Source: an optimization exercise on an open RTL-to-GDS flow (aim: small area, a short achievable clock period and few clock cycles per item). Production flows keep margins and buffers that such runs may drop.

## run 1
## md5
module md5(
  input          clock,
  input          reset,
  input  [127:0] io_in,
  input          io_in_valid,
  output [127:0] io_out,
  output         io_out_valid,
  output         io_ready
);
  reg [127:0] msg;
  reg [31:0]  b, c, d, p;
  reg [5:0]   cnt;
  reg         busy, ovalid;
  reg [1:0]   ms;               
  reg         mz;               
  reg         ready;            
  wire last = (cnt == 6'd63);
  assign io_ready = ready;
  wire accept = io_ready & io_in_valid;
  assign io_out_valid = ovalid;
  assign io_out = {p, b, c, d};
  reg         lastf;            
  reg         l62;              
  wire [5:0] cn = io_ready ? 6'd0 : cnt + 6'd1;
  reg [1:0] ran;
  always @* begin
    case ({cn[5:4], cn[1:0]})
      4'd0: ran = 2'd3;
      4'd1: ran = 2'd3;
      4'd2: ran = 2'd3;
      4'd3: ran = 2'd2;
      4'd4: ran = 2'd1;
      4'd5: ran = 2'd0;
      4'd6: ran = 2'd0;
      4'd7: ran = 2'd0;
      4'd8: ran = 2'd0;
      4'd9: ran = 2'd2;
      4'd10: ran = 2'd2;
      4'd11: ran = 2'd3;
      4'd12: ran = 2'd2;
      4'd13: ran = 2'd1;
      4'd14: ran = 2'd1;
      4'd15: ran = 2'd1;
      default: ran = 2'd0;
    endcase
  end
  wire [3:0] frn = 4'b0001 << cn[5:4];
  wire [3:0] ran1 = 4'b0001 << ran;
  wire [3:0] rbn1 = 4'b0001 << cn[1:0];
  reg [0:0] first_0_q;  always @(posedge clock) first_0_q <= io_ready;
  wire [0:0] first_0 = first_0_q;
  reg [0:0] first_1_q;  always @(posedge clock) first_1_q <= ~(io_ready);
  wire [0:0] first_1 = ~first_1_q;
  reg [0:0] first_2_q;  always @(posedge clock) first_2_q <= (io_ready) | {1{reset}};
  wire [0:0] first_2 = first_2_q;
  reg [0:0] first_3_q;  always @(posedge clock) first_3_q <= ~((io_ready) | {1{reset}});
  wire [0:0] first_3 = ~first_3_q;
  reg [0:0] first_4_q;  always @(posedge clock) first_4_q <= (io_ready) & ~{1{reset}};
  ...
For scale: about 3500 cells after synthesis.
==> flow/config.mk <==
export PLATFORM = sky130hd
export DESIGN_NAME = md5
export DESIGN_NICKNAME = md5
export VERILOG_FILES = /design/flow/design.v
export SDC_FILE = /design/flow/constraint.sdc
export NUM_CORES = 8
export LEC_CHECK = 0
export ABC_AREA = 1
export CAP_MARGIN = 20
export CORE_MARGIN = 2
export CORE_UTILIZATION = 50
export SLEW_MARGIN = 20
==> flow/constraint.sdc <==
create_clock -name core_clock -period 17.0 [get_ports {clock}]
set_input_delay 3.4000 -clock core_clock [delete_from_list [all_inputs] [get_ports {clock}]]
set_output_delay 3.4000 -clock core_clock [all_outputs]
set_load 0.01 [all_outputs]
standard.sh (not shown) runs the stock make flow with config.mk's settings and CLKGATE_MAP_FILE= SYNTH_SCRIPT=/design/flow/synth_recipe.tcl, a recipe that flattens the netlist after the stock synthesis.
==> flow/flow/run.sh <==
#!/bin/bash
set -o pipefail
cd "$(dirname "$0")/.."
export SETUP_SLACK_MARGIN=12.3
export BUFFER_PORTS_ARGS="-buffer_cell sky130_fd_sc_hd__buf_1"
bash standard.sh > standard.log 2>&1
Inputs modified between run 1 and run 2:
-- flow/design.v --
<<< run 1, line 10
  reg [127:0] msg;
  reg [31:0]  b, c, d, p;
  reg [5:0]   cnt;
  reg         busy, ovalid;
>>> run 2, line 10
  reg [127:0] msg;
  reg [31:0]  b, c, d, p;
  reg [31:0]  aout;             
  reg [5:0]   cnt;
  reg         busy, ovalid;
<<< run 1, line 19
  wire accept = io_ready & io_in_valid;
  assign io_out_valid = ovalid;
  assign io_out = {p, b, c, d};
  reg         lastf;            
  reg         l62;              
>>> run 2, line 20
  wire accept = io_ready & io_in_valid;
  assign io_out_valid = ovalid;
  assign io_out = {aout, b, c, d};
  reg         lastf;            
  reg         l62;              
<<< run 1, line 50
  reg [0:0] first_0_q;  always @(posedge clock) first_0_q <= io_ready;
  wire [0:0] first_0 = first_0_q;
  reg [0:0] first_1_q;  always @(posedge clock) first_1_q <= ~(io_ready);
  wire [0:0] first_1 = ~first_1_q;
  reg [0:0] first_2_q;  always @(posedge clock) first_2_q <= (io_ready) | {1{reset}};
  wire [0:0] first_2 = first_2_q;
  reg [0:0] first_3_q;  always @(posedge clock) first_3_q <= ~((io_ready) | {1{reset}});
  wire [0:0] first_3 = ~first_3_q;
  reg [0:0] first_4_q;  always @(posedge clock) first_4_q <= (io_ready) & ~{1{reset}};
  wire [0:0] first_4 = first_4_q;
  reg [0:0] first_5_q;  always @(posedge clock) first_5_q <= ~((io_ready) & ~{1{reset}});
  wire [0:0] first_5 = ~first_5_q;
  reg [0:0] first_6_q;  always @(posedge clock) first_6_q <= io_ready;
  wire [0:0] first_6 = first_6_q;
  reg [0:0] first_7_q;  always @(posedge clock) first_7_q <= ~(io_ready);
  wire [0:0] first_7 = ~first_7_q;
  reg [0:0] first_s_q;  always @(posedge clock) first_s_q <= (io_ready) | {1{reset}};
  wire [0:0] first_s = first_s_q;
  reg [0:0] first_p_q;  always @(posedge clock) first_p_q <= ~((io_ready) | {1{reset}});
  wire [0:0] first_p = ~first_p_q;
  reg [3:0] ra_0_q;  always @(posedge clock) ra_0_q <= ran1;
  wire [3:0] ra_0 = ra_0_q;
  reg [3:0] rb_0_q;  always @(posedge clock) rb_0_q <= rbn1;
  wire [3:0] rb_0 = rb_0_q;
  wire [31:0] firstv = {{4{first_7}}, {4{first_6}}, {4{first_5}}, {4{first_4}}, {4{first_3}}, {4{first_2}}, {4{first_1}}, {4{first_0}}};
  wire [31:0] ra0v = {{32{ra_0[0]}}};
  wire [31:0] rb0v = {{32{rb_0[0]}}};
>>> run 2, line 51
  reg [0:0] first_0_q;  always @(posedge clock) first_0_q <= io_ready;
  wire [0:0] first_0 = first_0_q;
  reg [0:0] first_s_q;  always @(posedge clock) first_s_q <= ~(io_ready);
  wire [0:0] first_s = ~first_s_q;
  reg [0:0] first_p_q;  always @(posedge clock) first_p_q <= (io_ready) | {1{reset}};
  wire [0:0] first_p = first_p_q;
  reg [3:0] ra_0_q;  always @(posedge clock) ra_0_q <= ran1;
  wire [3:0] ra_0 = ra_0_q;
  reg [3:0] rb_0_q;  always @(posedge clock) rb_0_q <= rbn1;
  wire [3:0] rb_0 = rb_0_q;
  wire [31:0] firstv = {{32{first_0}}};
  wire [31:0] ra0v = {{32{ra_0[0]}}};
  wire [31:0] rb0v = {{32{rb_0[0]}}};
<<< run 1, line 83
  reg [31:0] f0, f1;
  wire [31:0] x = (b & f1) | (~b & f0) | (f0 & f1);
  wire [31:0] y = (firstv & msg[31:0]) | (~firstv & p);
  wire [31:0] sum = x + y;
  wire [31:0] q0 = {sum[27:0], sum[31:28]};
>>> run 2, line 70
  reg [31:0] f0, f1;
  wire [31:0] x = (b & f1) | (~b & f0) | (f0 & f1);
  wire [31:0] y = p;    
  wire [31:0] sum = x + y;
  wire [31:0] q0 = {sum[27:0], sum[31:28]};
<<< run 1, line 210
  wire [31:0] kr = {kt31[cnt], kt30[cnt], kt29[cnt], kt28[cnt], kt27[cnt], kt26[cnt], kt25[cnt], kt24[cnt], kt23[cnt], kt22[cnt], kt21[cnt], kt20[cnt], kt19[cnt], kt18[cnt], kt17[cnt], kt16[cnt], kt15[cnt], kt14[cnt], kt13[cnt], kt12[cnt], kt11[cnt], kt10[cnt], kt9[cnt], kt8[cnt], kt7[cnt], kt6[cnt], kt5[cnt], kt4[cnt], kt3[cnt], kt2[cnt], kt1[cnt], kt0[cnt]};
  wire [31:0] dop = first_p ? 32'h0 : d;
  reg [31:0] kn;
  reg [1:0]  msn;
>>> run 2, line 197
  wire [31:0] kr = {kt31[cnt], kt30[cnt], kt29[cnt], kt28[cnt], kt27[cnt], kt26[cnt], kt25[cnt], kt24[cnt], kt23[cnt], kt22[cnt], kt21[cnt], kt20[cnt], kt19[cnt], kt18[cnt], kt17[cnt], kt16[cnt], kt15[cnt], kt14[cnt], kt13[cnt], kt12[cnt], kt11[cnt], kt10[cnt], kt9[cnt], kt8[cnt], kt7[cnt], kt6[cnt], kt5[cnt], kt4[cnt], kt3[cnt], kt2[cnt], kt1[cnt], kt0[cnt]};
  wire [31:0] dop = first_p ? 32'h0 : d;
  wire [31:0] pn = dop + mop + kr;
  reg [31:0] kn;
  reg [1:0]  msn;
<<< run 1, line 418
    lastf <= (cn == 6'd63);
    l62 <= (cn == 6'd62);
    p <= dop + mop + kr;
    cnt <= cn;
    ms <= msn;
>>> run 2, line 406
    lastf <= (cn == 6'd63);
    l62 <= (cn == 6'd62);
    p <= io_ready ? io_in[31:0] : pn;
    aout <= pn;
    cnt <= cn;
    ms <= msn;
Findings:
- Looking at worst setup slack across both flows, run 2 is the stronger of the two, with run 1 trailing.
- Diff run 1 -> run 2 | number of clock sinks seen by CTS | increase of 29
- Delta (run 2 minus run 1): critical path depth decreased 27, per-cell via count in the routed design increased 2.0%, multi-input combinational cell count increased 3.4%, non-clock buffer count increased about 1.2%, required time of the worst setup path decreased 3.88 ns.
- ~same total track usage in run 2 and run 1
No run of this note included a check of the RTL's function; only the layout flow was run.

-- static timing again, ports no longer ideal --
The results above use ideal ports. As a check the final layouts listed here were re-extracted and re-timed, cells and wires unchanged.
Step 1: set_driving_cell puts a clkbuf_16 on clock and a buf_2 on each other input, an assumption about the parent block.
Step 2 adds t to the input delays and takes it off the output delays; t is the mean of the earliest and latest rising clock arrival at the registers after step 1. Input paths then give back, and output paths get back, about the clock's delay inside the block.
a / b / c = no drivers / after step 1 / after step 2; a / b = the first two.
| run | shift t [ns] | setup WS [ns] | clock arrival spread, ns |
|---|---|---|---|
| run 1 | 0.639 | 12.246 / 12.220 / 12.246 | 0.033 / 0.033 |
| run 2 | 0.652 | 12.283 / 12.219 / 12.288 | 0.041 / 0.042 |
After both steps every run listed still meets setup and hold.
